From an optimization exercise on the open Yosys and OpenROAD flow, aimed at small area; shortcuts taken in it are not production practice. Function was checked by simulation only, so behaviour that the tests miss may differ from the original. The flow treats the clock pin as an ideal source. Dropping or thinning the clock tree relies on that and would not hold on a real chip. No activity file was given, so power comes from the tool's default toggle rates.

Setup of lane 1:
==> flow/design.v <==
module counter (input clk, input reset, input datak, input stp, input fd,
                output fin, output det);
localparam [4:0] SEED = 5'b01100;
localparam [4:0] LAST = 5'b10101;  
localparam [4:0] DET  = 5'b01000;
reg [4:0] st;
assign fin = st[3:1] == LAST[3:1];
assign det = st[4:2] == DET[4:2];
wire load = reset & stp;
wire hit = reset & fd & fin;
wire go = reset & ~datak & ~fin & ~det;
always @(posedge clk) begin
	st[0] <= go & (st[4] ^ st[2]);
	st[1] <= go & st[0];
	st[2] <= load | (go & st[1]);
	st[3] <= load | hit | (go & st[2]);
	st[4] <= go & st[3];
end
endmodule
module decoder (input [7:0] data_in , output reg[9:0] data_out);
always @(*)
begin
case(data_in)
8'h00:data_out = 10'd1;
8'h01:data_out = 10'd2;
8'h02:data_out = 10'd4;
8'h42:data_out = 10'd8;
8'h04:data_out = 10'd16;
8'h44:data_out = 10'd32;
8'h05:data_out = 10'd64;
8'h45:data_out = 10'd128;
8'h0a:data_out = 10'd256;
8'h4a:data_out = 10'd512;
default: data_out = 10'd0;
endcase
end
endmodule
module TLP_Detector #(parameter width = 8)
       (input clk,
	input reset,
	input [7:0] data_in,
	input datak,
	output reg [3:0] tlp_count,
	output [159:0] TLP,
	output MRd, output MWr, output IORd, output IOWr,
	output CfgRd0, output CfgWr0, output CfgRd1, output CfgWr1, output Cpl, output CplD
	);
reg [151:0] sh_n;
always @(posedge clk)
	sh_n <= {sh_n[143:0], ~data_in};
wire kfx = datak & (&data_in[7:3]) & data_in[0];
wire stp = kfx & ~data_in[2] & data_in[1];
wire fin;    
wire fd = kfx & data_in[2] & ~data_in[1];
wire det;    
counter framing (.clk(clk), .reset(reset), .datak(datak), .stp(stp), .fd(fd),
	.fin(fin), .det(det));
wire hit = reset & fd & fin;
always @(posedge clk or negedge reset)
	if (!reset) tlp_count <= 4'b0000;
	else if (hit) tlp_count <= tlp_count + 1'b1;
wire det_n = ~det;
assign TLP[7:0] = {8{det}} & 8'hFB;
genvar i;
generate
	for (i = 1; i <= 18; i = i + 1) begin : g_byte
		assign TLP[8*i+7:8*i] = ~({8{det_n}} | sh_n[8*(19-i)+7:8*(19-i)]);
	end
endgenerate
assign TLP[159:152] = {8{det}} & 8'hFD;
wire [9:0] dec;
decoder fsmdecoder(~sh_n[8*16+7:8*16], dec);
assign {CplD, Cpl, CfgWr1, CfgRd1, CfgWr0, CfgRd0, IOWr, IORd, MWr, MRd} = {10{det}} & dec;
endmodule
export LEC_CHECK = 0
export CAP_MARGIN = 20
export CORE_MARGIN = 2
export CORE_UTILIZATION = 70
export SLEW_MARGIN = 20
create_clock -name core_clock -period 5.0 [get_ports {clk}]
standard.sh (not shown) runs the stock make flow with config.mk's settings and CLKGATE_MAP_FILE= SYNTH_SCRIPT=/design/flow/synth_recipe.tcl, a recipe that flattens the netlist after the stock synthesis.
==> flow/flow/run.sh <==
#!/bin/bash
set -euo pipefail
export CLK_PORT_NET=clk
export CLK_GROUPS=${CLK_GROUPS:-7}
export CLK_LEAF_CELL=${CLK_LEAF_CELL:-sky130_fd_sc_hd__inv_8}
export CLK_ROOT_CELL=${CLK_ROOT_CELL:-sky130_fd_sc_hd__inv_8}
bash standard.sh \
  "BUFFER_PORTS_ARGS=-buffer_cell sky130_fd_sc_hd__buf_1" \
  "PRE_CTS_TCL=$PWD/flow/clock_tree.tcl" \
  "POST_CTS_TCL=$PWD/flow/downsize.tcl" \
  "POST_GLOBAL_ROUTE_TCL=$PWD/flow/downsize.tcl" \
  finish > standard_flow.log 2>&1
Other scripts of this flow, unchanged in this note and not shown: flow/flow/clock_tree.tcl, flow/flow/downsize.tcl
Lane 1 closes out successfully: all stages finished, all timing, DRC and antenna checks passed.
Modified inputs, lane 2 compared to lane 1
==> flow/design.v <==
module counter (input clk, input reset, input datak, input stp, output fin);
localparam [4:0] SEED = 5'b00001;
localparam [4:0] LAST = 5'b00011;  
reg [4:0] st;
wire [4:0] step = {st[3:0], st[4] ^ st[2]};
assign fin = (st == LAST);
always @(posedge clk)
	if (!reset) st <= 5'b00000;
	else if (stp) st <= SEED;
	else if (datak || fin) st <= 5'b00000;
	else st <= step;
endmodule
module decoder (input [7:0] data_in , output reg[9:0] data_out);
always @(*)
begin
case(data_in)
8'h00:data_out = 10'd1;
8'h01:data_out = 10'd2;
8'h02:data_out = 10'd4;
8'h42:data_out = 10'd8;
8'h04:data_out = 10'd16;
8'h44:data_out = 10'd32;
8'h05:data_out = 10'd64;
8'h45:data_out = 10'd128;
8'h0a:data_out = 10'd256;
8'h4a:data_out = 10'd512;
default: data_out = 10'd0;
endcase
end
endmodule
module TLP_Detector #(parameter width = 8)
       (input clk,
	input reset,
	input [7:0] data_in,
	input datak,
	output reg [3:0] tlp_count,
	output [159:0] TLP,
	output MRd, output MWr, output IORd, output IOWr,
	output CfgRd0, output CfgWr0, output CfgRd1, output CfgWr1, output Cpl, output CplD
	);
reg [151:0] sh_n;
always @(posedge clk)
	sh_n <= {sh_n[143:0], ~data_in};
wire stp = datak && data_in == 8'hFB;
wire fin;    
counter framing (.clk(clk), .reset(reset), .datak(datak), .stp(stp), .fin(fin));
wire hit = reset && datak && data_in == 8'hFD && fin;
reg det_n;
always @(posedge clk)
	det_n <= ~hit;
always @(posedge clk or negedge reset)
	if (!reset) tlp_count <= 4'b0000;
	else if (hit) tlp_count <= tlp_count + 1'b1;
wire det = ~det_n;
assign TLP[7:0] = {8{det}} & 8'hFB;
genvar i;
generate
	for (i = 1; i <= 18; i = i + 1) begin : g_byte
		assign TLP[8*i+7:8*i] = ~({8{det_n}} | sh_n[8*(19-i)+7:8*(19-i)]);
	end
endgenerate
assign TLP[159:152] = {8{det}} & 8'hFD;
wire [9:0] dec;
decoder fsmdecoder(~sh_n[8*16+7:8*16], dec);
assign {CplD, Cpl, CfgWr1, CfgRd1, CfgWr0, CfgRd0, IOWr, IORd, MWr, MRd} = {10{det}} & dec;
endmodule
Findings:
- Going from lane 1 to lane 2, final worst hold slack has remained practically unchanged; multi-input logic portion of the cell area -0.39 points; register-to-register setup slack shows an increase of 0.35 ns.
- Changes observed in lane 2 relative to lane 1: via count lost about 3.3%; clock skew shows no meaningful change.
- Power came out higher on lane 2 than on lane 1.
- Route | lane 2 vs lane 1 | wire shorter in lane 2
- Delta(maximum number of pins on one net before global-route repair, lane 2 - lane 1) > 0
- Delta (lane 2 minus lane 1): met1 track utilization from global routing decreased 1.3 points, all-layer global routing usage decreased 0.70 points, critical path depth decreased 3, internal power summed over all cells increased 0.0079 mW.
In every run of this note, the design's own scripts or RTL, not TritonCTS, make the clock network.

* * *

the baseline:
RTL: one of the versions met above, not the one the previous note started from.
Size in the first run: roughly 390 cells after synthesis, ~160 flip-flops, ~190 I/O pins, roughly 4300 sq um of cells after synthesis.
==> module counter, before the edit <==
module counter (input clk, input reset, input datak, input stp, output fin);
localparam [4:0] SEED = 5'b00001;
localparam [4:0] LAST = 5'b00011;  
reg [4:0] st;
wire [4:0] step = {st[3:0], st[4] ^ st[2]};
assign fin = (st == LAST);
always @(posedge clk)
	if (!reset) st <= 5'b00000;
	else if (stp) st <= SEED;
	else if (datak || fin) st <= 5'b00000;
	else st <= step;
endmodule
==> module TLP_Detector, before the edit <==
module TLP_Detector #(parameter width = 8)
       (input clk,
	input reset,
	input [7:0] data_in,
	input datak,
	output reg [3:0] tlp_count,
	output [159:0] TLP,
	output MRd, output MWr, output IORd, output IOWr,
	output CfgRd0, output CfgWr0, output CfgRd1, output CfgWr1, output Cpl, output CplD
	);
reg [151:0] sh_n;
always @(posedge clk)
	sh_n <= {sh_n[143:0], ~data_in};
wire stp = datak && data_in == 8'hFB;
wire fin;    
counter framing (.clk(clk), .reset(reset), .datak(datak), .stp(stp), .fin(fin));
wire hit = reset && datak && data_in == 8'hFD && fin;
reg det_n;
always @(posedge clk)
	det_n <= ~hit;
always @(posedge clk or negedge reset)
	if (!reset) tlp_count <= 4'b0000;
	else if (hit) tlp_count <= tlp_count + 1'b1;
wire det = ~det_n;
assign TLP[7:0] = {8{det}} & 8'hFB;
genvar i;
generate
	for (i = 1; i <= 18; i = i + 1) begin : g_byte
		assign TLP[8*i+7:8*i] = ~({8{det_n}} | sh_n[8*(19-i)+7:8*(19-i)]);
	end
endgenerate
assign TLP[159:152] = {8{det}} & 8'hFD;
wire [9:0] dec;
decoder fsmdecoder(~sh_n[8*16+7:8*16], dec);
assign {CplD, Cpl, CfgWr1, CfgRd1, CfgWr0, CfgRd0, IOWr, IORd, MWr, MRd} = {10{det}} & dec;
endmodule
export LEC_CHECK = 0
export CAP_MARGIN = 20
export CORE_MARGIN = 2
export CORE_UTILIZATION = 70
export SLEW_MARGIN = 20
create_clock -name core_clock -period 5.0 [get_ports {clk}]
==> flow/flow/run.sh <==
#!/bin/bash
set -euo pipefail
export CLK_PORT_NET=clk
export CLK_GROUPS=${CLK_GROUPS:-7}
export CLK_LEAF_CELL=${CLK_LEAF_CELL:-sky130_fd_sc_hd__inv_8}
export CLK_ROOT_CELL=${CLK_ROOT_CELL:-sky130_fd_sc_hd__inv_8}
bash standard.sh \
  "BUFFER_PORTS_ARGS=-buffer_cell sky130_fd_sc_hd__buf_1" \
  "PRE_CTS_TCL=$PWD/flow/clock_tree.tcl" \
  "POST_CTS_TCL=$PWD/flow/downsize.tcl" \
  finish > standard_flow.log 2>&1
Other scripts of this flow, unchanged in this note and not shown: flow/flow/clock_tree.tcl, flow/flow/downsize.tcl
Relative to the baseline, the following input files were edited for the candidate:
==> flow/design.v, changed modules only <==
module counter (input clk, input reset, input datak, input stp, input fd,
                output fin, output det);
localparam [4:0] SEED = 5'b01100;
localparam [4:0] LAST = 5'b10101;  
localparam [4:0] DET  = 5'b01000;
reg [4:0] st;
assign fin = st[3:1] == LAST[3:1];
assign det = st[4:2] == DET[4:2];
wire load = reset & stp;
wire hit = reset & fd & fin;
wire go = reset & ~datak & ~fin & ~det;
always @(posedge clk) begin
	st[0] <= go & (st[4] ^ st[2]);
	st[1] <= go & st[0];
	st[2] <= load | (go & st[1]);
	st[3] <= load | hit | (go & st[2]);
	st[4] <= go & st[3];
end
endmodule
module TLP_Detector #(parameter width = 8)
       (input clk,
	input reset,
	input [7:0] data_in,
	input datak,
	output reg [3:0] tlp_count,
	output [159:0] TLP,
	output MRd, output MWr, output IORd, output IOWr,
	output CfgRd0, output CfgWr0, output CfgRd1, output CfgWr1, output Cpl, output CplD
	);
reg [151:0] sh_n;
always @(posedge clk)
	sh_n <= {sh_n[143:0], ~data_in};
wire kfx = datak & (&data_in[7:3]) & data_in[0];
wire stp = kfx & ~data_in[2] & data_in[1];
wire fin;    
wire fd = kfx & data_in[2] & ~data_in[1];
wire det;    
counter framing (.clk(clk), .reset(reset), .datak(datak), .stp(stp), .fd(fd),
	.fin(fin), .det(det));
wire hit = reset & fd & fin;
always @(posedge clk or negedge reset)
	if (!reset) tlp_count <= 4'b0000;
	else if (hit) tlp_count <= tlp_count + 1'b1;
wire det_n = ~det;
assign TLP[7:0] = {8{det}} & 8'hFB;
genvar i;
generate
	for (i = 1; i <= 18; i = i + 1) begin : g_byte
		assign TLP[8*i+7:8*i] = ~({8{det_n}} | sh_n[8*(19-i)+7:8*(19-i)]);
	end
endgenerate
assign TLP[159:152] = {8{det}} & 8'hFD;
wire [9:0] dec;
decoder fsmdecoder(~sh_n[8*16+7:8*16], dec);
assign {CplD, Cpl, CfgWr1, CfgRd1, CfgWr0, CfgRd0, IOWr, IORd, MWr, MRd} = {10{det}} & dec;
endmodule
## What came out
As of the candidate, power density relative to cell area had fallen slightly compared to the baseline.
The candidate vs. the baseline: number of unique standard cell types used by synthesis went up by 3.7%.
In the candidate the ratio of final minimum period to clock period turned out 0.72 points lower than in the baseline.
The candidate: share of layout cells above drive strength 1 0.16 points above the baseline
Looking at the candidate and the baseline, the xor and xnor fraction of the mapped netlist area is a wash.
The candidate: time the final worst path needs with I/O delays and setup 36 ps below the baseline
The candidate vs the baseline: sequential share of layout area down
No run of this note takes its clock network from TritonCTS; it comes from the design's own scripts or RTL.

==> separate check: timing with driven ports <==
The flow's constraints put no driver on any port. The routed layouts listed below were extracted and timed again, unchanged, in two steps.
Step 1, drivers: a clkbuf_16 drives clk and a buf_2 each remaining input, both assumed.
Step 2 also shifts input and output timing later by t, the mid clock arrival at the registers, as if the neighbouring blocks saw the same clock.
Three values: ideal, step 1, step 2; two values: the first two.
run | t, ns | setup WS [ns] | worst setup path at the end | slew at the worst register clock pin (ns) | pins driven straight from the clock port
lane 1 | 0.243 | 1.265 / 1.216 / 1.459 | register to output | 0.11 / 0.11 | 1
lane 2 | 0.241 | 1.758 / 1.711 / 1.952 | register to output | 0.11 / 0.11 | 1
the baseline | 0.241 | 1.758 / 1.711 / 1.952 | register to output | 0.11 / 0.11 | 1
the candidate | 0.243 | 1.794 / 1.746 / 1.989 | register to output | 0.11 / 0.11 | 1
After both steps setup and hold are still met in every run listed.
